What follows belongs to an exercise in optimizing a design on an open flow for small area, a short achievable clock period and few clock cycles; a production flow would make more cautious choices. RTL that was checked went through simulation tests only; none was proved equivalent to the original. For runs 3 and 4, only the layout was checked, not whether the RTL still works.

## flow/design.v (module list and top-level ports; edited modules follow where they fit)
// module fp_booth_enc: 18 lines
// module fp_cpa48: 10 lines
// module fp_mult: 22 lines
// module booth_mul: 717 lines
// module fp_fa: 4 lines
// module fp_ha: 4 lines
// module fp_add_exp: 28 lines
// module fp_add_exp_cases: 43 lines
// module fp_add_exp_cases_fast: 47 lines
// module fp_pick4: 12 lines
// module fp_add_exp_ser: 14 lines
// module fp_norm: 7 lines
// module fp_mcmp: 33 lines
// module fp_add_order: 31 lines
// module fp_shift_coarse: 18 lines
// module fp_shift_fill: 11 lines
// module fp_shift_fine: 10 lines
// module fp_add25: 12 lines
// module fp_add25cc: 12 lines
// module fp_skl: 34 lines
// module fp_add_finish: 18 lines
// module fp_add2: 45 lines
// module fp_add2_dist: 11 lines
// module fp_shift25: 19 lines
// module fp_pack: 9 lines
// module matrix_vector_mul_fp: 79 lines
module matrix_vector_mul_fp #(
    parameter int M = 2,
    parameter int N = 4
)(
    input  logic              clk,
    input  logic              rst,
    input  logic              start,
    input  logic [M*N*32-1:0] matrix,
    input  logic [N*32-1:0]   vector,
    output logic [M*32-1:0]   result,
    output logic              done
);
  // ...
==> flow/flow/run.sh <==
#!/bin/bash
# The standard layout with two changes to synthesis and to timing repair:
# synthesis runs flow/synth.tcl (the standard flow's script, with ABC mapping by
# flow/abc_map.script, which does no buffering or sizing), and timing repair
# aims for 15.25 ns of setup slack, with buf_4 cells as the port buffers.
# make's output goes to synth.log and layout.log, each step's tool output
# to the ORFS logs under orfs/logs.
set -e
export FLOW_ABC_SCRIPT=$PWD/flow/abc_map.script
bash standard.sh SYNTH_SCRIPT=$PWD/flow/synth.tcl synth > synth.log 2>&1
bash standard.sh SETUP_SLACK_MARGIN=15.25 BUFFER_PORTS_ARGS="-buffer_cell sky130_fd_sc_hd__buf_4" finish > layout.log 2>&1
==> flow/flow/abc_map.script <==
&get -n
&st
&dch
&nf
&st
&syn2
&if -g -K 6
&synch2
&nf
&st
&syn2
&if -g -K 6
&synch2
&nf
&st
&syn2
&if -g -K 6
&synch2
&nf
&st
&syn2
&if -g -K 6
&synch2
&nf
&st
&syn2
&if -g -K 6
&synch2
&nf
&put
topo
stime -c
==> flow/flow/synth.tcl <==
# The standard flow's synthesis script (synth_recipe.tcl) with one change: ABC maps with
# flow/abc_map.script, which leaves out the buffering and sizing steps of
# the standard ABC script (the resizer does those after placement).
proc synth {args} { yosys synth -nofsm -noshare {*}$args }
proc abc {args} {
  set i [lsearch -exact $args -script]
  if { $i >= 0 } {
    lset args [expr {$i + 1}] $::env(FLOW_ABC_SCRIPT)
  }
  yosys abc {*}$args
}
source $::env(SCRIPTS_DIR)/synth.tcl
# left out here: clear keep_hierarchy, flatten, clean up, hide names made inside functions, write 1_2_yosys.v
==> flow/standard.sh <==
#!/bin/bash
# synth_recipe.tcl (not shown) runs the flow's synth.tcl, then flattens the netlist and writes it again
# the make line also repeats each setting of config.mk as NAME=value (left out here)
make -C /OpenROAD-flow-scripts/flow DESIGN_CONFIG=/design/flow/config.mk WORK_HOME=/design/flow/orfs CLKGATE_MAP_FILE= SYNTH_SCRIPT=/design/flow/synth_recipe.tcl "${@:-finish}"
==> flow/config.mk <==
export PLATFORM = sky130hd
export DESIGN_NAME = matrix_vector_mul_fp
export DESIGN_NICKNAME = matrix_vector_mul_fp
export VERILOG_FILES = /design/flow/design.v
export SDC_FILE = /design/flow/constraint.sdc
export NUM_CORES = 8
export LEC_CHECK = 0
export CAP_MARGIN = 20
export CORE_MARGIN = 2
export CORE_UTILIZATION = 40
export SLEW_MARGIN = 20
export SYNTH_HIERARCHICAL = 1
==> flow/constraint.sdc <==
create_clock -name core_clock -period 30.0 [get_ports {clk}]
set_input_delay 6.0000 -clock core_clock [delete_from_list [all_inputs] [get_ports {clk}]]
set_output_delay 6.0000 -clock core_clock [all_outputs]
set_load 0.01 [all_outputs]
==> flow_metrics.tcl, run 1 <==
set metrics [dict create \
    outcome "timing/DRC/antenna clean" \
    initial_core_util_pct 40.1 \
    dieWidth_um 642 \
    postCtsSetupBuffers 62 \
    cp.buffers_inverters 7 \
    wl_per_cell_um 27.2 \
    path_class "in -> reg" \
    ff_latch_area_mm2 0.00484 \
    setup_violations 0 \
    final_core_util_pct 43.4 \
    avgSynthCellArea_um2 9.47 \
    yosysWarnings 69 \
    inverters 779 \
    whs_ps 5200 \
    gp_congestion 0.939 \
    drt_iter0_markers 16200 \
    rows 234 \
    grt_start_max_net_pins 58 \
    path_clk_slew_ps 80 \
    antenna_cells 30 \
    final_max_slew_viol_count 0 \
    die_y_um 642 \
]
Testbench counts, summed over its fixed seeds: cycles 32,000.
==> run 2: changes to the inputs <==
--- a/flow/config.mk
+++ b/flow/config.mk
@@ -8,5 +8,5 @@
 export CAP_MARGIN = 20
 export CORE_MARGIN = 2
-export CORE_UTILIZATION = 40
+export CORE_UTILIZATION = 50
 export SLEW_MARGIN = 20
 export SYNTH_HIERARCHICAL = 1
==> run 2 against run 1 <==
  * Global-route usage up 6.0 points
  * Still clean
  * Via count fell by 0.82%
  * Worst setup slack improved by 26 ps
  * Largest cell class unchanged
==> flow_metrics.tcl, run 2 <==
set metrics [dict create \
    outcome "timing/DRC/antenna clean" \
    dp_cells 21000 \
    syn-instance-count 17200 \
    die_y_um 575 \
    rows 209 \
    arrival_ps 15040 \
    viasPerCell 6.57 \
    start_kind "input port" \
    crit_cells 31 \
    clock-sinks 241 \
    worstMarginPinSlew_ps 1170 \
    whs_ps 5200 \
    path_delay_family "compound AO/OA/AOI/OAI gates" \
    vias 140000 \
    grt_start_max_net_pins 62 \
    final_core_util_pct 53.8 \
    dieWidth_um 575 \
    path_class "in -> reg" \
    cts_hold_buf 0 \
    groute.usage.overall_pct 34.1 \
    syn2layout_area_growth_pct 7.07 \
    drc 0 \
    slew-limit-headroom_pct 21.6 \
    drive_above_1_share_pct 10.5 \
    critPathMaxStageDelay_ps 820 \
    crit_fanout 28 \
    fin_tns_setup_ps 0 \
    antenna_found_initial 23 \
    initial_core_util_pct 50.3 \
    core_mm2 0.324 \
    reg.largest.list "ROW.q_big x96, ROW.q_sh x96, ROW.q_em x32" \
    rsz0062_at_grt "false" \
    critPathRequiredTime_ps 30480 \
    numPortBuffers 451 \
    ios 452 \
    totalWireLength_um 592000 \
    cts_buffers 29 \
    cp.buffers_inverters 4 \
    drt_iter0_markers 14900 \
    avgSynthCellArea_um2 9.47 \
    hold_violations 0 \
    fin_crit_sh_pct 48.5 \
    syn_area_mm2 0.163 \
    postRouteAntennaNets 0 \
    synth.net_count 20900 \
    dieArea_mm2 0.330 \
    wl_per_cell_um 27.9 \
    grt_pass1_wl_um 881000 \
    setup.worst_path.end_class "flop" \
    path_clk_slew_ps 90 \
    fin_nets 20600 \
    gp_congestion 0.978 \
    firstDrtPassIters 7 \
    yosysWarnings 69 \
    layout.cells.non_filler 21300 \
    hp-class "in -> async" \
    place_hpwl_um 392000 \
    final_cell_mix "xnor2_1, a22oi_1, fa_1" \
    htreeDepth 1 \
    critPathSlowestCell "mux4_4" \
    clockBufferDepth 3 \
    clock.fmax_ghz 0.0687 \
    maxCapViolations 0 \
    root_buffer "clkbuf_16" \
    grt_pass1_vias 139000 \
    cts_tree "yes" \
    setup_violations 0 \
    grt-ovfl-total 0 \
    mostFrequentLayoutCell "xnor2_1" \
    final_max_slew_viol_count 0 \
    fin_crit_ps 14560 \
]
run 2: cell types whose count changed in the layout (fill, tap and decap cells not counted), sizes merged, moves of 2 or more:
cell	change
buf	-34
bufbuf	+6
clkbuf	-5
clkinv	+2
diode	-4
inv	+2
o21ai	+2
run 2: timing repair:
item                       CTS  global route
cloned                      37            46
setup endpoints to repair  290           156
buffers inserted            64            71
resized for setup          331           337
pin swaps                   33            55
run 2: layout make-up:
cell class	count	area, um^2
multi-input combinational	14900	150000
fill	29700	150000
timing repair buffer	932	9940
tap	4325	5410
sequential	241	4830
inverter	779	2920
clock buffer	33	771
clock inverter	20	199
antenna	26	65.1
run 2: metal layers:
metal / GRT usage, % / vias to the layer above / share of wire, %
met5: 0 / - / 0.0078
met4: 13.4 / 6 / 4.8
met3: 6.18 / 1417 / 10
met2: 53.8 / 8036 / 45
met1: 46.4 / 69500 / 40
li1: - / 60700 / -
run 2: stage by stage:
stage / worst slack (ps) / area [um^2]
after CTS: 15240 / 171000
after detailed placement: 12640 / 167000
after global routing: 15170 / 174000
after floorplan: 14650 / 166000
after global placement: 12730 / 167000
final: 15440 / 174000
run 2: final timing paths:
kind,from,to,slack [ps]
setup / recovery,vector[105],ROW[0].q_sh[1][0],15440
max in group asynchronous,rst,done,24720
hold / removal,rst,done,5200
min in group core_clock,start,done,5490
==> module fp_add_order, before the edit <==
module fp_add_order (
    input  logic        sa,
    input  logic [7:0]  ea,
    input  logic [24:0] pa,
    input  logic        sb,
    input  logic [7:0]  eb,
    input  logic [24:0] pb,
    output logic        sbig,
    output logic        sub,
    output logic        eqsub,
    output logic [23:0] big,
    output logic [23:0] sh,
    output logic [7:0]  emax
);
    logic [23:0] ma, mb, sml, shc;
    logic        gt, eq, dz;
    logic [4:0]  d;
    fp_norm u_na (.e(ea), .p(pa), .m(ma));
    fp_norm u_nb (.e(eb), .p(pb), .m(mb));
    fp_add_exp u_exp (
        .ba(ea), .ca(pa[24]), .bb(eb), .cb(pb[24]),
        .gt(gt), .eq(eq), .d(d), .dz(dz), .emax(emax)
    );
    assign sub   = sa ^ sb;
    assign eqsub = eq & sub;
    assign big   = gt ? ma : mb;
    assign sml   = gt ? mb : ma;
    assign sbig  = gt ? sa : sb;
    fp_shift_coarse u_shc (.m(sml), .sub(sub), .d(d[4:3]), .dz(dz), .y(shc));
    fp_shift_fine   u_shf (.m(shc), .sub(sub), .d(d[2:0]), .y(sh));
endmodule
==> module fp_add_finish, before the edit <==
module fp_add_finish (
    input  logic [23:0] big,
    input  logic [23:0] sh,
    input  logic        sub,
    input  logic        eqsub,
    input  logic        sa,
    input  logic        sbig,
    output logic        sign,
    output logic [24:0] s
);
    logic [24:0] s0, s1;
    logic        mgt, neg;
    fp_add25cc u_add (.a({1'b0, big}), .b({sub, sh}), .s0(s0), .s1(s1));
    fp_mcmp u_cmp (.ma(~sh), .mb(big), .gt(mgt));
    assign neg  = eqsub & mgt;
    assign s    = neg ? ~s0 : (sub ? s1 : s0);
    assign sign = neg ? sa : sbig;
endmodule
==> module matrix_vector_mul_fp, before the edit <==
module matrix_vector_mul_fp #(
    parameter int M = 2,
    parameter int N = 4
)(
    input  logic              clk,
    input  logic              rst,
    input  logic              start,
    input  logic [M*N*32-1:0] matrix,
    input  logic [N*32-1:0]   vector,
    output logic [M*32-1:0]   result,
    output logic              done
);
    genvar i, j;
    logic [12:0] bo [N], bt [N], bn [N];
    logic        bz [N];
    generate
        for (j = 0; j < N; j++) begin: ENC
            fp_booth_enc u_enc (
                .b({vector[j*32+23 +: 8] != 8'd0, vector[j*32 +: 23]}),
                .bo(bo[j]), .bt(bt[j]), .bn(bn[j]), .bz(bz[j])
            );
        end
    endgenerate
    generate
        for (i = 0; i < M; i++) begin: ROW
            logic        ps [N];
            logic [7:0]  pe [N];      
            logic [24:0] pp [N];      
            for (j = 0; j < N; j++) begin: COL
                fp_mult u_mul (
                    .a(matrix[(i*N+j)*32 +: 32]),
                    .eb(vector[j*32+23 +: 8]), .sb(vector[j*32+31]),
                    .bo(bo[j]), .bt(bt[j]), .bn(bn[j]), .bz(bz[j]),
                    .sign(ps[j]), .ebase(pe[j]), .p(pp[j])
                );
            end
            logic        o_sbig [2], o_sub [2], o_eqs [2];
            logic [23:0] o_big [2], o_sh [2];
            logic [7:0]  o_em [2];
            logic        q_sbig [2], q_sub [2], q_eqs [2], q_sa [2];
            logic [23:0] q_big [2], q_sh [2];
            logic [7:0]  q_em [2];
            for (j = 0; j < 2; j++) begin: A1
                fp_add_order u_ord (
                    .sa(ps[2*j]), .ea(pe[2*j]), .pa(pp[2*j]),
                    .sb(ps[2*j+1]), .eb(pe[2*j+1]), .pb(pp[2*j+1]),
                    .sbig(o_sbig[j]), .sub(o_sub[j]), .eqsub(o_eqs[j]), .big(o_big[j]), .sh(o_sh[j]),
                    .emax(o_em[j])
                );
                always_ff @(posedge clk) begin
                    q_sbig[j] <= o_sbig[j];
                    q_sub[j]  <= o_sub[j];
                    q_eqs[j]  <= o_eqs[j];
                    q_sa[j]   <= ps[2*j];
                    q_big[j]  <= o_big[j];
                    q_sh[j]   <= o_sh[j];
                    q_em[j]   <= o_em[j];
                end
            end
            logic        s1s [2];
            logic [24:0] s1 [2];
            for (j = 0; j < 2; j++) begin: F1
                fp_add_finish u_fin (
                    .big(q_big[j]), .sh(q_sh[j]), .sub(q_sub[j]), .eqsub(q_eqs[j]),
                    .sa(q_sa[j]), .sbig(q_sbig[j]), .sign(s1s[j]), .s(s1[j])
                );
            end
            fp_add2 u_add2 (
                .sa(s1s[0]), .ea(q_em[0]), .pa(s1[0]),
                .sb(s1s[1]), .eb(q_em[1]), .pb(s1[1]),
                .y(result[i*32 +: 32])
            );
        end
    endgenerate
    always_ff @(posedge clk or posedge rst) begin
        if (rst) done <= 1'b0;
        else     done <= start;
    end
endmodule
==> run 3: changes to the inputs <==
--- a/flow/design.v
+++ b/flow/design.v
@@ -965,7 +965,7 @@
     input  logic [7:0]  eb,
     input  logic [24:0] pb,
-    output logic        sbig,
+    output logic        sign,
     output logic        sub,
-    output logic        eqsub,
+    output logic        neg,
     output logic [23:0] big,
     output logic [23:0] sh,
@@ -981,9 +981,11 @@
         .gt(gt), .eq(eq), .d(d), .dz(dz), .emax(emax)
     );
+    logic mgt;
+    fp_mcmp u_cmp (.ma(ma), .mb(mb), .gt(mgt));
     assign sub   = sa ^ sb;
-    assign eqsub = eq & sub;
+    assign neg   = eq & sub & mgt;
     assign big   = gt ? ma : mb;
     assign sml   = gt ? mb : ma;
-    assign sbig  = gt ? sa : sb;
+    assign sign  = (gt | neg) ? sa : sb;
     fp_shift_coarse u_shc (.m(sml), .sub(sub), .d(d[4:3]), .dz(dz), .y(shc));
     fp_shift_fine   u_shf (.m(shc), .sub(sub), .d(d[2:0]), .y(sh));
@@ -1090,17 +1092,10 @@
     input  logic [23:0] sh,
     input  logic        sub,
-    input  logic        eqsub,
-    input  logic        sa,
-    input  logic        sbig,
-    output logic        sign,
+    input  logic        neg,
     output logic [24:0] s
 );
     logic [24:0] s0, s1;
-    logic        mgt, neg;
     fp_add25cc u_add (.a({1'b0, big}), .b({sub, sh}), .s0(s0), .s1(s1));
-    fp_mcmp u_cmp (.ma(~sh), .mb(big), .gt(mgt));
-    assign neg  = eqsub & mgt;
-    assign s    = neg ? ~s0 : (sub ? s1 : s0);
-    assign sign = neg ? sa : sbig;
+    assign s = neg ? ~s0 : (sub ? s1 : s0);
 endmodule
 module fp_add2 (
@@ -1224,8 +1219,8 @@
                 );
             end
-            logic        o_sbig [2], o_sub [2], o_eqs [2];
+            logic        o_sign [2], o_sub [2], o_neg [2];
             logic [23:0] o_big [2], o_sh [2];
             logic [7:0]  o_em [2];
-            logic        q_sbig [2], q_sub [2], q_eqs [2], q_sa [2];
+            logic        q_sign [2], q_sub [2], q_neg [2];
             logic [23:0] q_big [2], q_sh [2];
             logic [7:0]  q_em [2];
@@ -1234,12 +1229,11 @@
                     .sa(ps[2*j]), .ea(pe[2*j]), .pa(pp[2*j]),
                     .sb(ps[2*j+1]), .eb(pe[2*j+1]), .pb(pp[2*j+1]),
-                    .sbig(o_sbig[j]), .sub(o_sub[j]), .eqsub(o_eqs[j]), .big(o_big[j]), .sh(o_sh[j]),
+                    .sign(o_sign[j]), .sub(o_sub[j]), .neg(o_neg[j]), .big(o_big[j]), .sh(o_sh[j]),
                     .emax(o_em[j])
                 );
                 always_ff @(posedge clk) begin
-                    q_sbig[j] <= o_sbig[j];
+                    q_sign[j] <= o_sign[j];
                     q_sub[j]  <= o_sub[j];
-                    q_eqs[j]  <= o_eqs[j];
-                    q_sa[j]   <= ps[2*j];
+                    q_neg[j]  <= o_neg[j];
                     q_big[j]  <= o_big[j];
                     q_sh[j]   <= o_sh[j];
@@ -1247,15 +1241,13 @@
                 end
             end
-            logic        s1s [2];
             logic [24:0] s1 [2];
             for (j = 0; j < 2; j++) begin: F1
                 fp_add_finish u_fin (
-                    .big(q_big[j]), .sh(q_sh[j]), .sub(q_sub[j]), .eqsub(q_eqs[j]),
-                    .sa(q_sa[j]), .sbig(q_sbig[j]), .sign(s1s[j]), .s(s1[j])
+                    .big(q_big[j]), .sh(q_sh[j]), .sub(q_sub[j]), .neg(q_neg[j]), .s(s1[j])
                 );
             end
             fp_add2 u_add2 (
-                .sa(s1s[0]), .ea(q_em[0]), .pa(s1[0]),
-                .sb(s1s[1]), .eb(q_em[1]), .pb(s1[1]),
+                .sa(q_sign[0]), .ea(q_em[0]), .pa(s1[0]),
+                .sb(q_sign[1]), .eb(q_em[1]), .pb(s1[1]),
                 .y(result[i*32 +: 32])
             );
==> flow/flow/run.sh (replaced) <==
#!/bin/bash
# The standard layout with two changes to synthesis and to timing repair:
# synthesis runs flow/synth.tcl (the standard flow's script, with ABC mapping by
# flow/abc_map.script, which does no buffering or sizing), and timing repair
# aims for 15.25 ns of setup slack, with buf_2 cells as the port buffers.
# make's output goes to synth.log and layout.log, each step's tool output
# to the ORFS logs under orfs/logs.
set -e
export FLOW_ABC_SCRIPT=$PWD/flow/abc_map.script
bash standard.sh SYNTH_SCRIPT=$PWD/flow/synth.tcl synth > synth.log 2>&1
bash standard.sh SETUP_SLACK_MARGIN=15.25 BUFFER_PORTS_ARGS="-buffer_cell sky130_fd_sc_hd__buf_2" finish > layout.log 2>&1
--- a/flow/config.mk
+++ b/flow/config.mk
@@ -8,5 +8,5 @@
 export CAP_MARGIN = 20
 export CORE_MARGIN = 2
-export CORE_UTILIZATION = 50
+export CORE_UTILIZATION = 40
 export SLEW_MARGIN = 20
 export SYNTH_HIERARCHICAL = 1
==> run 3 against run 2 <==
  * Fmax is essentially flat
  * Cell area decreased by 0.15%
  * Routed wire length fell by 0.17%
  * Area after synthesis fell by 0.24%
  * Critical path type unchanged
  * Critical endpoint is now ROW[0].q_sh[0][3]
==> flow_metrics.tcl, run 3 <==
set metrics [dict create \
    critPathSlowestCell "mux4_4" \
    drive_above_1_share_pct 10.4 \
    postRouteAntennaNets 0 \
    slew-limit-headroom_pct 28.1 \
    syn_area_mm2 0.162 \
    fin_nets 20400 \
    clock.fmax_ghz 0.0687 \
    whs_ps 5220 \
    root_buffer "clkbuf_16" \
    layout.cells.non_filler 22200 \
    viasPerCell 6.29 \
    grt-ovfl-total 0 \
    grt_pass1_wl_um 886000 \
    grt_pass1_vias 141000 \
    fin_crit_ps 14560 \
    cts_tree "yes" \
    totalWireLength_um 591000 \
    outcome "timing/DRC/antenna clean" \
    clockBufferDepth 3 \
    htreeDepth 1 \
    critPathMaxStageDelay_ps 760 \
    drc 0 \
    yosysWarnings 63 \
    antenna_found_initial 69 \
    fin_crit_sh_pct 48.5 \
    final_cell_mix "xnor2_1, a22oi_1, fa_1" \
    reg.largest.list "ROW.q_big x96, ROW.q_sh x96, ROW.q_em x32" \
    crit_fanout 24 \
    grt_start_max_net_pins 64 \
    fin_tns_setup_ps 0 \
    cts_buffers 29 \
    path_clk_slew_ps 70 \
    dp_cells 21900 \
    hold_violations 0 \
    setup_ws_ps 15440 \
    mostFrequentLayoutCell "xnor2_1" \
    dieArea_mm2 0.411 \
    arrival_ps 15060 \
    groute.usage.overall_pct 27.5 \
    avgSynthCellArea_um2 9.56 \
    pre_cts_ws_ps 12700 \
    numPortBuffers 451 \
    core_mm2 0.405 \
    drt_iter0_markers 15400 \
    design_area_mm2 0.174 \
    hp-class "in -> async" \
    rows 234 \
    final_max_slew_viol_count 0 \
    initial_core_util_pct 40.1 \
    place_hpwl_um 388000 \
    firstDrtPassIters 9 \
    syn2layout_area_growth_pct 7.17 \
    place_area_mm2 0.167 \
    maxCapViolations 0 \
    dieWidth_um 641 \
    path_delay_family "adder cells" \
    start_kind "input port" \
    clock-sinks 237 \
    vias 139000 \
    critPathRequiredTime_ps 30500 \
    wl_per_cell_um 26.7 \
    synth.net_count 20700 \
    path_class "in -> reg" \
    gp_congestion 0.958 \
    syn-instance-count 17000 \
    setup.worst_path.end_class "flop" \
    die_y_um 641 \
    worstMarginPinSlew_ps 1070 \
    cp.buffers_inverters 5 \
    ios 452 \
    rsz0062_at_grt "false" \
    setup_violations 0 \
    fillCellCount 39500 \
]
-- run 3: worst paths after layout --
path	cells past startpoint	start	slack, ps	to
setup / recovery	31	vector[49]	15440	ROW[0].q_sh[0][3]
hold / removal	2	rst	5220	done
max in group asynchronous	2	rst	24700	done
min in group core_clock	1	start	5500	done
-- run 3: metal layers --
layer	GRT usage [%]	routed length [um]	vias up
met3	5.70	66100	1520
met1	37.0	237000	69500
met4	9.72	24100	58
met2	43.6	264000	8314
met5	0	367	-
li1	-	-	60100
-- run 3: timing repair --
action	in CTS	in global routing
endpoints found under the setup margin	293	160
cloned	27	41
hold endpoints to repair	0	0
pin swaps	20	51
hold buffers	0	0
resized for setup	344	323
buffers inserted	45	82
-- run 3: area by class of cell --
cell class | instances | area, um^2 | share of cell area [%]
antenna | 24 | 60.1 | 0.0345
clock buffer | 37 | 796 | 0.457
clock inverter | 17 | 194 | 0.111
inverter | 675 | 2540 | 1.46
multi-input combinational | 14800 | 150000 | 86.2
sequential | 237 | 4750 | 2.73
tap | 5428 | 6790 | 3.90
timing repair buffer | 942 | 8830 | 5.07
-- run 3: stage by stage --
| step | utilization (%) |
|---|---|
| 2_1_floorplan | - |
| 3_3_place_gp | 41.3 |
| 3_5_place_dp | 41.3 |
| 4_1_cts | 42.2 |
| 5_1_grt | 43.0 |
| 6_report | 43.0 |
==> run 4: changes to the inputs <==
--- a/flow/config.mk
+++ b/flow/config.mk
@@ -8,5 +8,5 @@
 export CAP_MARGIN = 20
 export CORE_MARGIN = 2
-export CORE_UTILIZATION = 40
+export CORE_UTILIZATION = 50
 export SLEW_MARGIN = 20
 export SYNTH_HIERARCHICAL = 1
==> run 4 against run 3 <==
  * Hold slack worse by 44 ps
  * Worst setup slack lost 15 ps
  * Count of clock-buffer cells in the layout is 5 lower
  * Global-route usage rose by 6.7 points
  * Largest cell class unchanged
  * Cell area fell by 1.2%
  * Non-clock buffer count is 22 lower
  * Core utilization grew 10 points
==> flow_metrics.tcl, run 4 <==
set metrics [dict create \
    antenna_found_initial 61 \
    ff_latch_area_mm2 0.00475 \
    fillCellCount 30100 \
    rsz0062_at_grt "true" \
    groute.usage.overall_pct 34.2 \
    fin_crit_ps 14580 \
    whs_ps 5170 \
    wl_per_cell_um 27.9 \
    critPathMaxStageDelay_ps 780 \
    drc 0 \
    grt_start_max_net_pins 58 \
    final_cell_mix "xnor2_1, a22oi_1, fa_1" \
    fin_crit_sh_pct 48.6 \
    cts_buffers 30 \
    firstDrtPassIters 9 \
    setup.worst_path.end_class "flop" \
    mostFrequentLayoutCell "xnor2_1" \
    grt_pass1_vias 140000 \
    syn-instance-count 17000 \
    dieWidth_um 574 \
    viasPerCell 6.62 \
    crit_fanout 35 \
    arrival_ps 15080 \
    syn_area_mm2 0.162 \
    cts_tree "yes" \
    avgSynthCellArea_um2 9.56 \
    htreeDepth 1 \
    slew-limit-headroom_pct 20.5 \
    start_kind "input port" \
    worstMarginPinSlew_ps 1180 \
    vias 139000 \
    syn2layout_area_growth_pct 5.92 \
    hp-class "in -> async" \
    postRouteAntennaNets 0 \
    totalWireLength_um 587000 \
    clockBufferDepth 3 \
    clock.fmax_ghz 0.0686 \
    maxCapViolations 0 \
    grt_pass1_wl_um 884000 \
    core_mm2 0.324 \
    grt-ovfl-total 0 \
    final_core_util_pct 53.1 \
    rows 209 \
    drive_above_1_share_pct 10.2 \
    clock-sinks 237 \
    reg.largest.list "ROW.q_big x96, ROW.q_sh x96, ROW.q_em x32" \
    yosysWarnings 63 \
    fin_nets 20300 \
    critPathSlowestCell "mux4_4" \
    drt_iter0_markers 15400 \
    die_y_um 574 \
    numPortBuffers 451 \
    place_hpwl_um 388000 \
    root_buffer "clkbuf_16" \
    multi_input_area_mm2 0.150 \
    path_class "in -> reg" \
    hold_violations 0 \
    critPathRequiredTime_ps 30500 \
    gp_congestion 0.960 \
    ios 452 \
    final_max_slew_viol_count 0 \
    dieArea_mm2 0.329 \
    initial_core_util_pct 50.2 \
    path_clk_slew_ps 90 \
    outcome "timing/DRC/antenna clean" \
    cp_common_cell "fa_1" \
    cts_hold_buf 0 \
    fin_tns_setup_ps 0 \
    setup_violations 0 \
    synth.net_count 20700 \
]
## run 4: worst max-delay path by stage
stage               slack [ps]  depth (start not counted)       start                end
floorplan                14650                         28  vector[36]  ROW[1].q_sh[0][0]
global placement         13020                         31  vector[73]  ROW[0].q_sh[1][0]
detailed placement       12900                         30  vector[73]  ROW[0].q_sh[1][0]
CTS                      15250                         32   vector[3]   ROW[0].q_sign[0]
global route             15230                         33  vector[57]  ROW[1].q_sh[0][3]
finish                   15420                         29  vector[39]  ROW[0].q_sh[0][1]
## run 4: repair_timing
item	CTS	global route
buffers inserted	61	62
pin swaps	39	41
gates cloned	29	29
setup endpoints to repair	284	161
gates resized for setup	292	285
## run 4: area by class of cell
class                   instances  share of cell area, %
clock inverters                23                  0.187
inverters                     675                   1.47
clock buffers                  32                  0.453
multi-input cells           14800                   87.2
diodes                         38                 0.0553
well taps                    4325                   3.14
flip-flops and latches        237                   2.76
repair buffers                920                   4.73
## run 4: stage by stage
stage	setup slack, ps	area, um^2	cells
after floorplan	14650	165000	17000
after detailed placement	12900	166000	20800
after global placement	13020	166000	20800
after global routing	15230	172000	21100
after CTS	15250	170000	20900
final	15420	172000	21100
## run 4: worst max-delay path, delay by kind of cell
kind            cells  cell delay [ps]
compound gates     11             2580
xor+xnor            3              600
fa+ha+maj           6             2860
buf+inv             3              930
mux                 3             1390
simple gates        3              670
## run 4: routing by layer
metal	vias to the layer above	wire length (um)	global-route usage, %	part of all wire (%)
li1	60100	-	-	-
met1	69500	240000	47.5	41
met2	8476	262000	53.5	45
met3	1349	62400	5.91	11
met4	24	22500	12.3	3.8
met5	-	168	0	0.029
==> run 5: changes to the inputs <==
--- a/flow/design.v
+++ b/flow/design.v
@@ -904,18 +904,4 @@
     assign y = s[1] ? (s[0] ? v3 : v2) : (s[0] ? v1 : v0);
 endmodule
-module fp_add_exp_ser (
-    input  logic [7:0] ba, input logic ca, input logic [7:0] bb, input logic cb,
-    output logic gt, output logic eq, output logic [4:0] d, output logic dz, output logic [7:0] emax);
-    logic [7:0] ea, eb; logic [8:0] dab, dba;
-    assign ea = ba + {7'd0, ca};
-    assign eb = bb + {7'd0, cb};
-    assign dab = {1'b0, ea} - {1'b0, eb};
-    assign dba = {1'b0, eb} - {1'b0, ea};
-    assign gt = dba[8];
-    assign eq = (ea == eb);
-    assign d  = dba[8] ? dab[4:0] : dba[4:0];
-    assign dz = dba[8] ? (dab[7:0] >= 8'd24) : (dba[7:0] >= 8'd24);
-    assign emax = dba[8] ? ea : eb;
-endmodule
 module fp_norm (
     input  logic [7:0]  e,
@@ -1009,15 +995,4 @@
     end
 endmodule
-module fp_shift_fill (
-    input  logic [23:0] m,
-    input  logic        f,
-    input  logic [4:0]  d,
-    input  logic        dz,
-    output logic [23:0] y
-);
-    logic [47:0] x;
-    assign x = {{24{f}}, m} >> d;
-    assign y = dz ? {24{f}} : x[23:0];
-endmodule
 module fp_shift_fine (
     input  logic [23:0] m,
--- a/flow/config.mk
+++ b/flow/config.mk
@@ -8,5 +8,5 @@
 export CAP_MARGIN = 20
 export CORE_MARGIN = 2
-export CORE_UTILIZATION = 50
+export CORE_UTILIZATION = 55
 export SLEW_MARGIN = 20
 export SYNTH_HIERARCHICAL = 1
==> run 5 against run 4 <==
  * Worst setup slack improved by 16 ps
  * Flip-flop and latch count did not move
  * Area after synthesis stayed put
  * Fmax is 0.11% higher
  * Die area decreased by 9.0%
  * Synthesized cell count unchanged
  * Via count fell by 0.29%
==> flow_metrics.tcl, run 5 <==
set metrics [dict create \
    path_class "in -> reg" \
    synth.net_count 20700 \
    cts_buffers 28 \
    place_hpwl_um 396000 \
    postRouteAntennaNets 0 \
    vias 139000 \
    syn2layout_area_growth_pct 5.57 \
    htreeDepth 1 \
    core_mm2 0.294 \
    setup_violations 0 \
    rsz0062_at_grt "true" \
    cp_common_cell "fa_1" \
    outcome "timing/DRC/antenna clean" \
    fin_crit_ps 14560 \
    critPathSlowestCell "mux4_2" \
    critPathMaxStageDelay_ps 760 \
    viasPerCell 6.73 \
    gp_congestion 0.970 \
    yosysWarnings 63 \
    cts_tree "yes" \
    design_area_mm2 0.172 \
    start_kind "input port" \
    die_y_um 547 \
    dieArea_mm2 0.300 \
    grt_pass1_vias 139000 \
    slew-limit-headroom_pct 10.2 \
    wl_per_cell_um 28.6 \
    reg.largest.list "ROW.q_big x96, ROW.q_sh x96, ROW.q_em x32" \
    cts_hold_buf 0 \
    grt_start_max_net_pins 56 \
    avgSynthCellArea_um2 9.56 \
    grt_pass1_wl_um 885000 \
    syn_area_mm2 0.162 \
    drt_iter0_markers 15800 \
    dieWidth_um 547 \
    place_area_mm2 0.165 \
    drive_above_1_share_pct 10.3 \
    grt-ovfl-total 0 \
    worstMarginPinSlew_ps 1330 \
    final_max_slew_viol_count 0 \
    path_clk_slew_ps 60 \
    ios 452 \
    syn-instance-count 17000 \
    numPortBuffers 451 \
    rows 199 \
    hold_violations 0 \
    maxCapViolations 0 \
    totalWireLength_um 591000 \
    critPathRequiredTime_ps 30470 \
    fin_crit_sh_pct 48.5 \
    root_buffer "clkbuf_16" \
    final_core_util_pct 58.4 \
    final_cell_mix "xnor2_1, a22oi_1, fa_1" \
    drc 0 \
    initial_core_util_pct 55.3 \
    clockBufferDepth 3 \
    arrival_ps 15030 \
    setup.worst_path.end_class "flop" \
    clock-sinks 237 \
    crit_fanout 37 \
    antenna_found_initial 71 \
    fin_nets 20400 \
    mostFrequentLayoutCell "xnor2_1" \
    clock.fmax_ghz 0.0687 \
    groute.usage.overall_pct 38.1 \
    fin_tns_setup_ps 0 \
    firstDrtPassIters 21 \
    hp-class "in -> async" \
]
[run 5: cell types whose count changed in the layout (fill, tap and decap cells not counted), moves of 5 or more]
cell       previous run  this run
clkbuf_16            59        53
buf_6                47        55
buf_12               76        67
buf_8                26        32
xor2_1              525       520
buf_4               311       326
[run 5: metrics by stage]
| stage | hold slack, ps | setup slack (ps) | std cells |
|---|---|---|---|
| floorplan | 5720 | 14650 | 17000 |
| global placement | 5830 | 12850 | 20400 |
| detailed placement | 5830 | 12810 | 20400 |
| CTS | 5180 | 15250 | 20500 |
| global route | 5200 | 15180 | 20700 |
| finish | 5210 | 15440 | 20700 |
[run 5: path summary, 6_finish.rpt]
path	startpoint	endpoint	slack (ps)	cells after the start
setup / recovery	vector[125]	ROW[1].q_sh[1][2]	15440	30
hold / removal	rst	done	5210	2
max in group asynchronous	rst	done	24710	2
min in group core_clock	start	done	5500	1
[run 5: per-layer routing]
metal	track usage [%]	vias to the layer above	part of all wire, %
li1	-	60100	-
met1	51.6	69300	40
met2	58.9	8273	44
met3	8.91	1436	11
met4	14.6	36	4.2
met5	0	-	0.041
[run 5: layout make-up]
cell class / instances / area [um^2]
Timing Repair Buffer: 941 / 8280
Antenna cell: 35 / 87.6
Multi-Input combinational cell: 14800 / 150000
Clock inverter: 19 / 226
Fill cell: 26400 / 122000
Clock buffer: 32 / 726
Inverter: 675 / 2530
Tap cell: 3919 / 4900
Sequential cell: 237 / 4750
[run 5: what timing repair did]
action / 4_1_cts / 5_1_grt
gates cloned: 29 / 25
endpoints found under the setup margin: 294 / 161
buffers inserted: 78 / 83
resized for setup: 267 / 282
pin swaps: 49 / 38
[run 5: worst max-delay path: cells and delay by family]
family                   cells  cell delay [ps]
AO/OA/AOI/OAI                7             2140
adder cells (fa/ha/maj)      6             2900
AND/OR/NAND/NOR              6             1400
XOR/XNOR                     1              210
buffers and inverters        8             1270
multiplexers                 2             1060
Testbench counts of run 5, summed over its fixed seeds: cycles 32,000.
==> run 6: changes to the inputs <==
--- a/flow/config.mk
+++ b/flow/config.mk
@@ -8,5 +8,6 @@
 export CAP_MARGIN = 20
 export CORE_MARGIN = 2
-export CORE_UTILIZATION = 55
+export CORE_UTILIZATION = 50
+export PLACE_DENSITY = 0.7
 export SLEW_MARGIN = 20
 export SYNTH_HIERARCHICAL = 1
==> run 6 against run 5 <==
  * Highest routed layer unchanged
  * Non-clock buffer count shrank 17
  * Still clean
  * First-iteration DRC count grew 11%
  * Via count grew 2.1%
  * Worst setup slack lost 51 ps
  * Count of clock-buffer cells in the layout grew 1
  * Hold slack lost 7.6 ps
  * Fmax shrank 0.35%
  * Flip-flop and latch count is the same
  * Largest cell class unchanged
  * Cell area grew 0.44%
==> flow_metrics.tcl, run 6 <==
set metrics [dict create \
    vias 142000 \
    reg.largest.list "ROW.q_big x96, ROW.q_sh x96, ROW.q_em x32" \
    fillCellCount 29400 \
    fin_crit_ps 14610 \
    gp_congestion 0.957 \
    drc 0 \
    rsz0062_at_grt "false" \
    critPathSlowestCell "mux4_4" \
    firstDrtPassIters 9 \
    multi_input_area_mm2 0.150 \
    numPortBuffers 451 \
    viasPerCell 6.74 \
    htreeDepth 1 \
    grt-ovfl-total 0 \
    crit_fanout 48 \
    fin_tns_setup_ps 0 \
    syn_area_mm2 0.162 \
    dieWidth_um 574 \
    cts_buffers 31 \
    drive_above_1_share_pct 10.4 \
    mostFrequentLayoutCell "xnor2_1" \
    maxCapViolations 0 \
    hp-class "in -> async" \
    syn2layout_area_growth_pct 6.04 \
    initial_core_util_pct 50.2 \
    die_y_um 574 \
    grt_pass1_wl_um 869000 \
    cts_hold_buf 0 \
    drt_iter0_markers 17500 \
    syn-instance-count 17000 \
    antenna_found_initial 53 \
    core_mm2 0.324 \
    postRouteAntennaNets 0 \
    outcome "timing/DRC/antenna clean" \
    grtUsageMet1_pct 43.4 \
    clock.fmax_ghz 0.0684 \
    slew-limit-headroom_pct 23.6 \
    final_cell_mix "xnor2_1, a22oi_1, fa_1" \
    totalWireLength_um 573000 \
    wl_per_cell_um 27.2 \
    critPathRequiredTime_ps 30500 \
    hold_violations 0 \
    ff_latch_area_mm2 0.00475 \
    root_buffer "clkbuf_16" \
    groute.usage.overall_pct 33.3 \
    fin_crit_sh_pct 48.7 \
    path_class "in -> reg" \
    arrival_ps 15120 \
    critPathMaxStageDelay_ps 580 \
    use_met2_pct 51.4 \
    path_clk_slew_ps 70 \
    cp_common_cell "fa_1" \
    ios 452 \
    dieArea_mm2 0.329 \
    grt_start_max_net_pins 56 \
    avgSynthCellArea_um2 9.56 \
    rows 209 \
    yosysWarnings 63 \
    setup.worst_path.end_class "flop" \
    final_core_util_pct 53.2 \
    use_met3_pct 8.64 \
    worstMarginPinSlew_ps 1140 \
    synth.net_count 20700 \
    cts_tree "yes" \
    setup_violations 0 \
    grt_pass1_vias 143000 \
    clock-sinks 237 \
    grt_most_used_layer "met2" \
    start_kind "input port" \
    fin_nets 20400 \
    clockBufferDepth 3 \
    final_max_slew_viol_count 0 \
    place_hpwl_um 376000 \
]
==> run 6: stage by stage <==
step	hold slack [ps]	cell area, um^2	worst slack [ps]	instances
2_1_floorplan	5720	165000	14650	17000
3_3_place_gp	5830	166000	12970	20800
3_5_place_dp	5830	166000	12820	20800
4_1_cts	5170	169000	15250	20900
5_1_grt	5190	172000	15180	21100
6_report	5200	172000	15390	21100
==> run 6: worst paths after layout <==
kind                            from           endpoint  slack (ps)  cells past startpoint
setup / recovery           vector[7]  ROW[1].q_sh[0][0]       15390                     31
max in group asynchronous        rst               done       24710                      2
min in group core_clock        start               done        5490                      1
hold / removal                   rst               done        5200                      2
==> run 6: cell type report <==
class	instances	share of cell area (%)
clock buffers	33	0.461
clock inverters	25	0.178
repair buffers	924	4.74
well taps	4325	3.14
flip-flops and latches	237	2.76
diodes	37	0.0538
multi-input cells	14800	87.2
inverters	675	1.47
==> run 6: layer usage <==
layer	vias up	wire (um)
met1	69900	218000
met4	28	30300
li1	60100	-
met5	-	163
met2	9970	252000
met3	1977	72900
==> run 6: critical path, delay by kind of cell <==
family | cells | cell delay, ps
AOI/OAI and AO/OA | 13 | 2810
xor gates and xnor gates | 3 | 590
adders and majority gates | 7 | 3060
buffers and inverters | 4 | 1140
muxes | 3 | 1280
and+or+nand+nor | 1 | 160
==> run 6: repair_timing <==
item | CTS | global route
pin swaps | 26 | 45
setup endpoints to repair | 274 | 163
gates cloned | 28 | 30
buffers inserted | 58 | 101
gates resized for setup | 302 | 302
==> run 7: changes to the inputs <==
--- a/flow/config.mk
+++ b/flow/config.mk
@@ -9,5 +9,4 @@
 export CORE_MARGIN = 2
 export CORE_UTILIZATION = 50
-export PLACE_DENSITY = 0.7
 export SLEW_MARGIN = 20
 export SYNTH_HIERARCHICAL = 1
==> run 7 against run 6 <==
  * Critical endpoint is now ROW[0].q_sh[0][0]
  * Still clean
  * Cell count hardly changed
  * Flip-flop and latch count is the same
  * Highest routed layer unchanged
  * Via count down 2.1%
  * Area after synthesis unchanged
  * Non-clock buffer count grew 18
  * Cell area down 0.16%
  * Count of clock-buffer cells in the layout grew 4
==> flow_metrics.tcl, run 7 <==
set metrics [dict create \
    path_class "in -> reg" \
    grt_pass1_wl_um 882000 \
    firstDrtPassIters 7 \
    cp.buffers_inverters 2 \
    numPortBuffers 451 \
    design_area_mm2 0.172 \
    grt-ovfl-total 0 \
    place_hpwl_um 389000 \
    critPathRequiredTime_ps 30500 \
    slew-limit-headroom_pct 23.3 \
    hp-class "in -> async" \
    avgSynthCellArea_um2 9.56 \
    postRouteAntennaNets 0 \
    setup.worst_path.end_class "flop" \
    syn-instance-count 17000 \
    ios 452 \
    rsz0062_at_grt "false" \
    dieWidth_um 574 \
    viasPerCell 6.59 \
    critPathSlowestCell "mux4_4" \
    crit_fanout 48 \
    vias 139000 \
    drc 0 \
    path_delay_family "adder cells" \
    rows 209 \
    gp_congestion 0.938 \
    start_kind "input port" \
    clockBufferDepth 3 \
    setup_ws_ps 15440 \
    fin_crit_sh_pct 48.5 \
    initial_core_util_pct 50.2 \
    grt_pass1_vias 141000 \
    syn_area_mm2 0.162 \
    groute.usage.overall_pct 34.1 \
    totalWireLength_um 583000 \
    grt_start_max_net_pins 56 \
    pre_cts_ws_ps 12790 \
    cp_common_cell "fa_1" \
    clock.fmax_ghz 0.0687 \
    fin_crit_ps 14560 \
    critPathMaxStageDelay_ps 800 \
    setup_violations 0 \
    synth.net_count 20700 \
    cts_hold_buf 0 \
    outcome "timing/DRC/antenna clean" \
    arrival_ps 15060 \
    clock-sinks 237 \
    wl_per_cell_um 27.7 \
    mostFrequentLayoutCell "xnor2_1" \
    die_y_um 574 \
    hold_violations 0 \
    cts_tree "yes" \
    core_mm2 0.324 \
    worstMarginPinSlew_ps 1140 \
    fin_nets 20400 \
    reg.largest.list "ROW.q_big x96, ROW.q_sh x96, ROW.q_em x32" \
    antenna_found_initial 54 \
    maxCapViolations 0 \
    yosysWarnings 63 \
    drive_above_1_share_pct 10.3 \
    htreeDepth 1 \
    syn2layout_area_growth_pct 5.87 \
    drt_iter0_markers 15300 \
    path_clk_slew_ps 90 \
    final_cell_mix "xnor2_1, a22oi_1, fa_1" \
    cts_buffers 30 \
    fin_tns_setup_ps 0 \
    root_buffer "clkbuf_16" \
    dieArea_mm2 0.329 \
    place_area_mm2 0.166 \
    final_max_slew_viol_count 0 \
]
## run 7: cell type report
cell class	instances	area, um^2
repair buffers	942	8130
well taps	4325	5410
multi-input cells	14800	150000
flip-flops and latches	237	4750
diodes	38	95.1
fillers	30000	152000
clock buffers	37	818
inverters	675	2530
clock inverters	18	218
## run 7: path summary, 6_finish.rpt
path	from	end	slack, ps	cells after the start
max	vector[43]	ROW[0].q_sh[0][0]	15440	27
min in group core_clock	start	done	5460	1
max in group asynchronous	rst	done	24750	2
min	rst	done	5170	2
## run 7: layer usage
layer	vias to the layer above	wire length (um)	track usage, %
met4	20	22400	11.8
met3	1338	62500	6.59
met5	-	153	0.0574
li1	60100	-	-
met1	69300	238000	46.8
met2	8133	260000	53.3
## run 7: timing repair
action / in CTS / in global routing
cloned: 20 / 24
setup endpoints to repair: 289 / 160
pin swaps: 22 / 49
setup buffers: 52 / 90
hold endpoints to repair: 0 / 0
resized for setup: 277 / 323
## run 7: metrics by stage
step | util (%) | hold slack, ps | cells
after floorplan | - | 5720 | 17000
after global placement | 51.3 | 5830 | 20800
after detailed placement | 51.3 | 5830 | 20800
after CTS | 52.3 | 5130 | 20900
after global routing | 53.1 | 5150 | 21100
final | 53.1 | 5170 | 21100
==> run 8: changes to the inputs <==
==> flow/flow/run.sh (replaced) <==
#!/bin/bash
# The standard layout with two changes to synthesis and to timing repair:
# synthesis runs flow/synth.tcl (the standard flow's script, with ABC mapping by
# flow/abc_map.script, which does no buffering or sizing), and timing repair
# aims for 15 ns of setup slack, with buf_2 cells as the port buffers.
# make's output goes to synth.log and layout.log, each step's tool output
# to the ORFS logs under orfs/logs.
set -e
export FLOW_ABC_SCRIPT=$PWD/flow/abc_map.script
bash standard.sh SYNTH_SCRIPT=$PWD/flow/synth.tcl synth > synth.log 2>&1
bash standard.sh SETUP_SLACK_MARGIN=15 BUFFER_PORTS_ARGS="-buffer_cell sky130_fd_sc_hd__buf_2" finish > layout.log 2>&1
==> run 8 against run 7 <==
  * Global-route usage fell by 0.21 points
  * Critical path depth rose by 5
  * Count of clock-buffer cells in the layout fell by 3
  * Synthesized cell count did not move
  * Cell area fell by 0.49%
  * Via count fell by 0.45%
  * Critical endpoint is now ROW[0].q_sh[0][1]
  * Largest cell class unchanged
  * Highest routed layer unchanged
==> flow_metrics.tcl, run 8 <==
set metrics [dict create \
    vias 138000 \
    fillCellCount 30100 \
    final_core_util_pct 52.9 \
    pre_cts_ws_ps 12800 \
    clock-sinks 237 \
    final_cell_mix "xnor2_1, a22oi_1, fa_1" \
    final_max_slew_viol_count 0 \
    dp_cells 20800 \
    core_mm2 0.324 \
    grt_start_max_net_pins 62 \
    htreeDepth 1 \
    yosysWarnings 63 \
    postRouteAntennaNets 0 \
    cp_common_cell "fa_1" \
    rows 209 \
    critPathLaunch "vector[13]" \
    fin_crit_ps 14810 \
    die_y_um 574 \
    setup.worst_path.end_class "flop" \
    path_class "in -> reg" \
    critPathRequiredTime_ps 30470 \
    dieArea_mm2 0.329 \
    place_area_mm2 0.166 \
    dieWidth_um 574 \
    mostFrequentLayoutCell "xnor2_1" \
    syn_area_mm2 0.162 \
    fin_nets 20300 \
    syn2layout_area_growth_pct 5.35 \
    setup_violations 0 \
    outcome "timing/DRC/antenna clean" \
    cts_hold_buf 0 \
    crit_fanout 48 \
    antenna_found_initial 28 \
    ios 452 \
    fin_crit_sh_pct 49.4 \
    critPathMaxStageDelay_ps 590 \
    design_area_mm2 0.171 \
    rsz0062_at_grt "false" \
    clockBufferDepth 3 \
    cts_buffers 28 \
    firstDrtPassIters 9 \
    drive_above_1_share_pct 9.45 \
    place_hpwl_um 391000 \
    viasPerCell 6.59 \
    arrival_ps 15280 \
    drc 0 \
    drt_iter0_markers 15700 \
    syn-instance-count 17000 \
    grt_pass1_vias 139000 \
    initial_core_util_pct 50.2 \
    setup_ws_ps 15190 \
    path_clk_slew_ps 60 \
    avgSynthCellArea_um2 9.56 \
    cts_tree "yes" \
    worstMarginPinSlew_ps 1210 \
    fin_tns_setup_ps 0 \
    hold_violations 0 \
    totalWireLength_um 581000 \
    wl_per_cell_um 27.7 \
    hp-class "in -> async" \
    clock.fmax_ghz 0.0675 \
    gp_congestion 0.971 \
    groute.usage.overall_pct 33.8 \
    start_kind "input port" \
    synth.net_count 20700 \
    grt-ovfl-total 0 \
    slew-limit-headroom_pct 18.6 \
    layout.cells.non_filler 21000 \
    grt_pass1_wl_um 875000 \
    critPathSlowestCell "mux4_4" \
    root_buffer "clkbuf_16" \
    reg.largest.list "ROW.q_big x96, ROW.q_sh x96, ROW.q_em x32" \
    maxCapViolations 0 \
    numPortBuffers 451 \
]
-- run 8: timing repair --
action	4_1_cts	5_1_grt
buffers inserted	46	44
setup endpoints to repair	245	160
resized for setup	284	249
gates cloned	20	36
pin swaps	24	34
-- run 8: worst max path at each step --
stage	to	slack (ps)	cells past startpoint
3_5_place_dp	ROW[0].q_sh[0][1]	12800	31
3_3_place_gp	ROW[0].q_sh[0][2]	12790	30
6_report	ROW[0].q_sh[0][1]	15190	32
4_1_cts	result[28]	15000	31
2_1_floorplan	ROW[1].q_sh[0][0]	14650	28
5_1_grt	ROW[0].q_sh[1][2]	14990	31
-- run 8: final cells by class --
cell class | count | area (um^2) | area share (%)
Inverter | 675 | 2530 | 1.48
Multi-Input combinational cell | 14800 | 150000 | 87.5
Antenna cell | 29 | 72.6 | 0.0424
Tap cell | 4325 | 5410 | 3.16
Clock inverter | 18 | 196 | 0.115
Timing Repair Buffer | 859 | 7680 | 4.49
Sequential cell | 237 | 4750 | 2.78
Clock buffer | 34 | 743 | 0.434
-- run 8: critical path, delay by kind of cell --
family | cells | cell delay [ps]
mux | 3 | 1200
simple gates | 2 | 200
buf+inv | 5 | 1580
xor+xnor | 3 | 510
fa+ha+maj | 7 | 2950
compound gates | 12 | 2740
-- run 8: metal layers --
layer	share of wire (%)	track usage, %	routed length (um)	vias up
met2	44	52.1	255000	7932
met3	11	6.62	61300	1232
met5	0.012	0	72	-
met1	42	47.2	241000	69300
li1	-	-	-	59900
met4	3.9	11.8	22400	12
-- run 8: through the flow --
stage	hold WS, ps
floorplan	5720
CTS	5220
global route	5230
global placement	5830
finish	5240
detailed placement	5840
==> run 9: changes to the inputs <==
==> flow/flow/run.sh (replaced) <==
#!/bin/bash
# The standard layout with two changes to synthesis and to timing repair:
# synthesis runs flow/synth.tcl (the standard flow's script, with ABC mapping by
# flow/abc_map.script, which does no buffering or sizing), and timing repair
# aims for 15.5 ns of setup slack, with buf_2 cells as the port buffers.
# make's output goes to synth.log and layout.log, each step's tool output
# to the ORFS logs under orfs/logs.
set -e
export FLOW_ABC_SCRIPT=$PWD/flow/abc_map.script
bash standard.sh SYNTH_SCRIPT=$PWD/flow/synth.tcl synth > synth.log 2>&1
bash standard.sh SETUP_SLACK_MARGIN=15.5 BUFFER_PORTS_ARGS="-buffer_cell sky130_fd_sc_hd__buf_2" finish > layout.log 2>&1
==> run 9 against run 8 <==
  * Core utilization rose by 1.3 points
  * Cell area rose by 2.4%
  * Critical endpoint is now ROW[0].q_sh[1][0]
  * Flip-flop and latch count did not move
  * Count of clock-buffer cells in the layout fell by 4
==> flow_metrics.tcl, run 9 <==
set metrics [dict create \
    outcome "timing/DRC/antenna clean" \
    drc 0 \
    fin_crit_sh_pct 47.9 \
    dieWidth_um 574 \
    ios 452 \
    numPortBuffers 451 \
    clock-sinks 237 \
    setup_violations 0 \
    clock.fmax_ghz 0.0696 \
    place_area_mm2 0.166 \
    path_clk_slew_ps 70 \
    final_cell_mix "xnor2_1, a22oi_1, fa_1" \
    mostFrequentLayoutCell "xnor2_1" \
    groute.usage.overall_pct 35.0 \
    vias 141000 \
    slew-limit-headroom_pct 23.2 \
    maxCapViolations 0 \
    path_class "in -> reg" \
    ff_latch_area_mm2 0.00475 \
    rsz0062_at_grt "true" \
    htreeDepth 1 \
    syn-instance-count 17000 \
    antenna_found_initial 71 \
    setup.worst_path.end_class "flop" \
    dp_cells 20800 \
    cp.buffers_inverters 3 \
    drt_iter0_markers 16200 \
    critPathRequiredTime_ps 30480 \
    critPathLaunch "vector[107]" \
    rows 209 \
    grt-ovfl-total 0 \
    reg.largest.list "ROW.q_big x96, ROW.q_sh x96, ROW.q_em x32" \
    yosysWarnings 63 \
    critPathMaxStageDelay_ps 790 \
    fin_nets 20500 \
    fillCellCount 29800 \
    arrival_ps 14860 \
    worstMarginPinSlew_ps 1140 \
    setup_ws_ps 15620 \
    wl_per_cell_um 28.7 \
    syn_area_mm2 0.162 \
    gp_congestion 0.952 \
    postRouteAntennaNets 0 \
    path_delay_family "adder cells" \
    fin_crit_ps 14380 \
    cts_tree "yes" \
    hp-class "in -> async" \
    die_y_um 574 \
    syn2layout_area_growth_pct 7.87 \
    hold_violations 0 \
    grt_start_max_net_pins 56 \
    viasPerCell 6.65 \
    core_mm2 0.324 \
    clockBufferDepth 3 \
    grt_pass1_wl_um 900000 \
    multi_input_area_mm2 0.151 \
    cts_buffers 29 \
    cts_hold_buf 0 \
    initial_core_util_pct 50.2 \
    totalWireLength_um 607000 \
    critPathSlowestCell "mux4_4" \
    layout.cells.non_filler 21200 \
    fin_tns_setup_ps 0 \
    place_hpwl_um 393000 \
    start_kind "input port" \
    crit_fanout 48 \
    avgSynthCellArea_um2 9.56 \
    final_max_slew_viol_count 0 \
    root_buffer "clkbuf_16" \
    pre_cts_ws_ps 12730 \
    synth.net_count 20700 \
    design_area_mm2 0.175 \
    drive_above_1_share_pct 11.4 \
    dieArea_mm2 0.329 \
    grt_pass1_vias 141000 \
    firstDrtPassIters 8 \
    cp_common_cell "fa_1" \
]
-- run 9: timing repair --
action / 4_1_cts / 5_1_grt
resized for setup: 430 / 389
cloned: 54 / 50
buffers inserted: 98 / 129
pin swaps: 55 / 122
endpoints found under the setup margin: 294 / 161
-- run 9: layer usage --
layer | vias up | routed length, um | GRT usage, %
met5 | - | 228 | 0.100
li1 | 60300 | - | -
met1 | 70400 | 244000 | 48.0
met2 | 8664 | 270000 | 54.7
met4 | 32 | 24200 | 12.0
met3 | 1491 | 67900 | 7.12
-- run 9: stage by stage --
step | hold WS [ps] | util [%]
6_report | 5220 | 54.1
2_1_floorplan | 5720 | -
3_3_place_gp | 5830 | 51.3
4_1_cts | 5190 | 52.9
3_5_place_dp | 5830 | 51.3
5_1_grt | 5200 | 54.1
-- run 9: final cells by class --
class	count	area share [%]
antenna	39	0.0557
clock buffer	30	0.422
clock inverter	21	0.130
inverter	675	1.45
multi-input combinational	14800	86.0
sequential	237	2.71
tap	4325	3.09
timing repair buffer	1052	6.15
-- run 9: final timing paths --
kind / to / slack [ps] / cells past startpoint
min in group core_clock: done / 5520 / 1
setup / recovery: ROW[0].q_sh[1][0] / 15620 / 28
max in group asynchronous: done / 24700 / 2
hold / removal: done / 5220 / 2
==> run 10: changes to the inputs <==
==> flow/flow/run.sh (replaced) <==
#!/bin/bash
# The standard layout with two changes to synthesis and to timing repair:
# synthesis runs flow/synth.tcl (the standard flow's script, with ABC mapping by
# flow/abc_map.script, which does no buffering or sizing), and timing repair
# aims for 15.35 ns of setup slack, with buf_2 cells as the port buffers.
# make's output goes to synth.log and layout.log, each step's tool output
# to the ORFS logs under orfs/logs.
set -e
export FLOW_ABC_SCRIPT=$PWD/flow/abc_map.script
bash standard.sh SYNTH_SCRIPT=$PWD/flow/synth.tcl synth > synth.log 2>&1
bash standard.sh SETUP_SLACK_MARGIN=15.35 BUFFER_PORTS_ARGS="-buffer_cell sky130_fd_sc_hd__buf_2" finish > layout.log 2>&1
==> run 10 against run 9 <==
  * Die area unchanged
  * Critical path type unchanged
  * Count of clock-buffer cells in the layout up 5
  * Routed wire length about the same
  * Core utilization down 0.33 points
  * Critical path depth up 1
==> flow_metrics.tcl, run 10 <==
set metrics [dict create \
    outcome "timing/DRC/antenna clean" \
    hp-class "in -> async" \
    setup.worst_path.end_class "flop" \
    fin_crit_ps 14460 \
    syn-instance-count 17000 \
    fillCellCount 29700 \
    setup_violations 0 \
    root_buffer "clkbuf_16" \
    final_max_slew_viol_count 0 \
    synth.net_count 20700 \
    whs_ps 5210 \
    hold_violations 0 \
    cts_buffers 29 \
    mostFrequentLayoutCell "xnor2_1" \
    viasPerCell 6.66 \
    groute.usage.overall_pct 34.8 \
    wl_per_cell_um 28.7 \
    final_cell_mix "xnor2_1, a22oi_1, fa_1" \
    rsz0062_at_grt "false" \
    avgSynthCellArea_um2 9.56 \
    crit_fanout 31 \
    cp_common_cell "fa_1" \
    clockBufferDepth 3 \
    cp-endpoint "ROW[0].q_sh[1][3]" \
    grt_pass1_wl_um 895000 \
    drc 0 \
    syn_area_mm2 0.162 \
    path_class "in -> reg" \
    gp_congestion 0.952 \
    dieWidth_um 574 \
    die_y_um 574 \
    clock-sinks 237 \
    totalWireLength_um 607000 \
    postRouteAntennaNets 0 \
    grt-ovfl-total 0 \
    grt_start_max_net_pins 64 \
    htreeDepth 1 \
    yosysWarnings 63 \
    grt_pass1_vias 141000 \
    maxCapViolations 0 \
    numPortBuffers 451 \
    reg.largest.list "ROW.q_big x96, ROW.q_sh x96, ROW.q_em x32" \
    drive_above_1_share_pct 10.7 \
    rows 209 \
    ios 452 \
    syn2layout_area_growth_pct 7.22 \
    fin_tns_setup_ps 0 \
    critPathSlowestCell "fa_1" \
    critPathMaxStageDelay_ps 610 \
    initial_core_util_pct 50.2 \
    fin_crit_sh_pct 48.2 \
    antenna_found_initial 88 \
    final_core_util_pct 53.8 \
    drt_iter0_markers 16400 \
    pre_cts_ws_ps 12770 \
    vias 141000 \
    worstMarginPinSlew_ps 1060 \
    cts_tree "yes" \
    slew-limit-headroom_pct 27.1 \
    clock.fmax_ghz 0.0692 \
    core_mm2 0.324 \
    setup_ws_ps 15540 \
    critPathRequiredTime_ps 30460 \
    place_hpwl_um 388000 \
    dieArea_mm2 0.329 \
    path_clk_slew_ps 60 \
    firstDrtPassIters 9 \
    arrival_ps 14920 \
    fin_nets 20400 \
    critPathLaunch "vector[83]" \
    multi_input_area_mm2 0.150 \
    ff_latch_area_mm2 0.00475 \
    start_kind "input port" \
]
[run 10: changes by cell type in the layout (fill, tap and decap cells not counted), sizes merged]
| cell | previous run | this run |
|---|---|---|
| buf | 972 | 908 |
| bufbuf | 25 | 26 |
| bufinv | 2 | 4 |
| clkbuf | 85 | 98 |
| clkinv | 684 | 678 |
| clkinvlp | 6 | 5 |
| diode | 39 | 50 |
| mux4 | 156 | 154 |
| nor2 | 502 | 503 |
| nor2b | 87 | 88 |
| o21ai | 423 | 421 |
[run 10: routing by layer]
layer	GRT usage, %	up-vias	part of all wire, %
met5	0.115	-	0.046
met4	13.8	40	4.7
met3	7.44	1689	12
met1	47.4	69900	40
li1	-	60300	-
met2	53.8	8977	44
[run 10: layout make-up]
class,count,area share [%]
multi-input combinational,14800,86.2
timing repair buffer,997,5.81
tap,4325,3.11
sequential,237,2.73
inverter,675,1.46
clock buffer,35,0.453
clock inverter,16,0.127
antenna,50,0.0718
[run 10: stage by stage]
step                instance area, um^2  cells
CTS                              171000  20900
finish                           174000  21100
detailed placement               166000  20800
global placement                 166000  20800
floorplan                        165000  17000
global route                     174000  21100
[run 10: worst min path at each step]
stage                 to  slack (ps)  cells after the start
floorplan           done        5720                      1
global placement    done        5830                      2
detailed placement  done        5830                      2
CTS                 done        5180                      2
global route        done        5200                      2
finish              done        5210                      2
[run 10: timing repair]
action	in CTS	in global routing
hold buffers	0	0
setup endpoints to repair	294	161
cloned	48	57
gates resized for setup	392	290
pin swaps	37	80
buffers inserted	83	88
[run 10: worst max-delay path: cells and delay by family]
family	cells	cell delay [ps]
fa+ha+maj	6	2910
xor+xnor	4	880
mux	3	1200
buf+inv	4	1240
compound gates	12	2650

[afterwards: timing with drivers on the ports]
Ports are ideal in the flow. The routed layouts listed here were re-timed in OpenROAD.
Step 1 assumes that a clkbuf_16 drives the clock port and a buf_2 every other input.
Step 2 moves the port delays by t, midway between the first and last clock arrival at a register: inputs arrive t later, outputs are due t later. That takes back most of the time a late clock gives input paths.
Three values: no drivers, after step 1, after step 2; two values: the first two.
run | t, ns | setup slack, ns | worst setup path after step 2 | pins driven straight from the clock port
run 1 | 0.680 | 15.418 / 15.415 / 14.735 | input to register | 1
run 2 | 0.676 | 15.443 / 15.439 / 14.763 | input to register | 1
run 3 | 0.706 | 15.436 / 15.464 / 14.758 | input to register | 1
run 4 | 0.696 | 15.421 / 15.411 / 14.715 | input to register | 1
run 5 | 0.672 | 15.437 / 15.357 / 14.685 | input to register | 1
run 6 | 0.700 | 15.386 / 15.379 / 14.680 | input to register | 1
run 7 | 0.698 | 15.439 / 15.417 / 14.719 | input to register | 1
run 8 | 0.669 | 15.194 / 15.190 / 14.564 | input to register | 1
run 9 | 0.667 | 15.625 / 15.525 / 14.858 | input to register | 1
run 10 | 0.665 | 15.541 / 15.358 / 14.693 | input to register | 1
After both steps setup and hold are still met in every run listed. The setup slack of run 10, which loses most, moves by -0.183 ns with the drivers and by -0.848 ns with both steps.
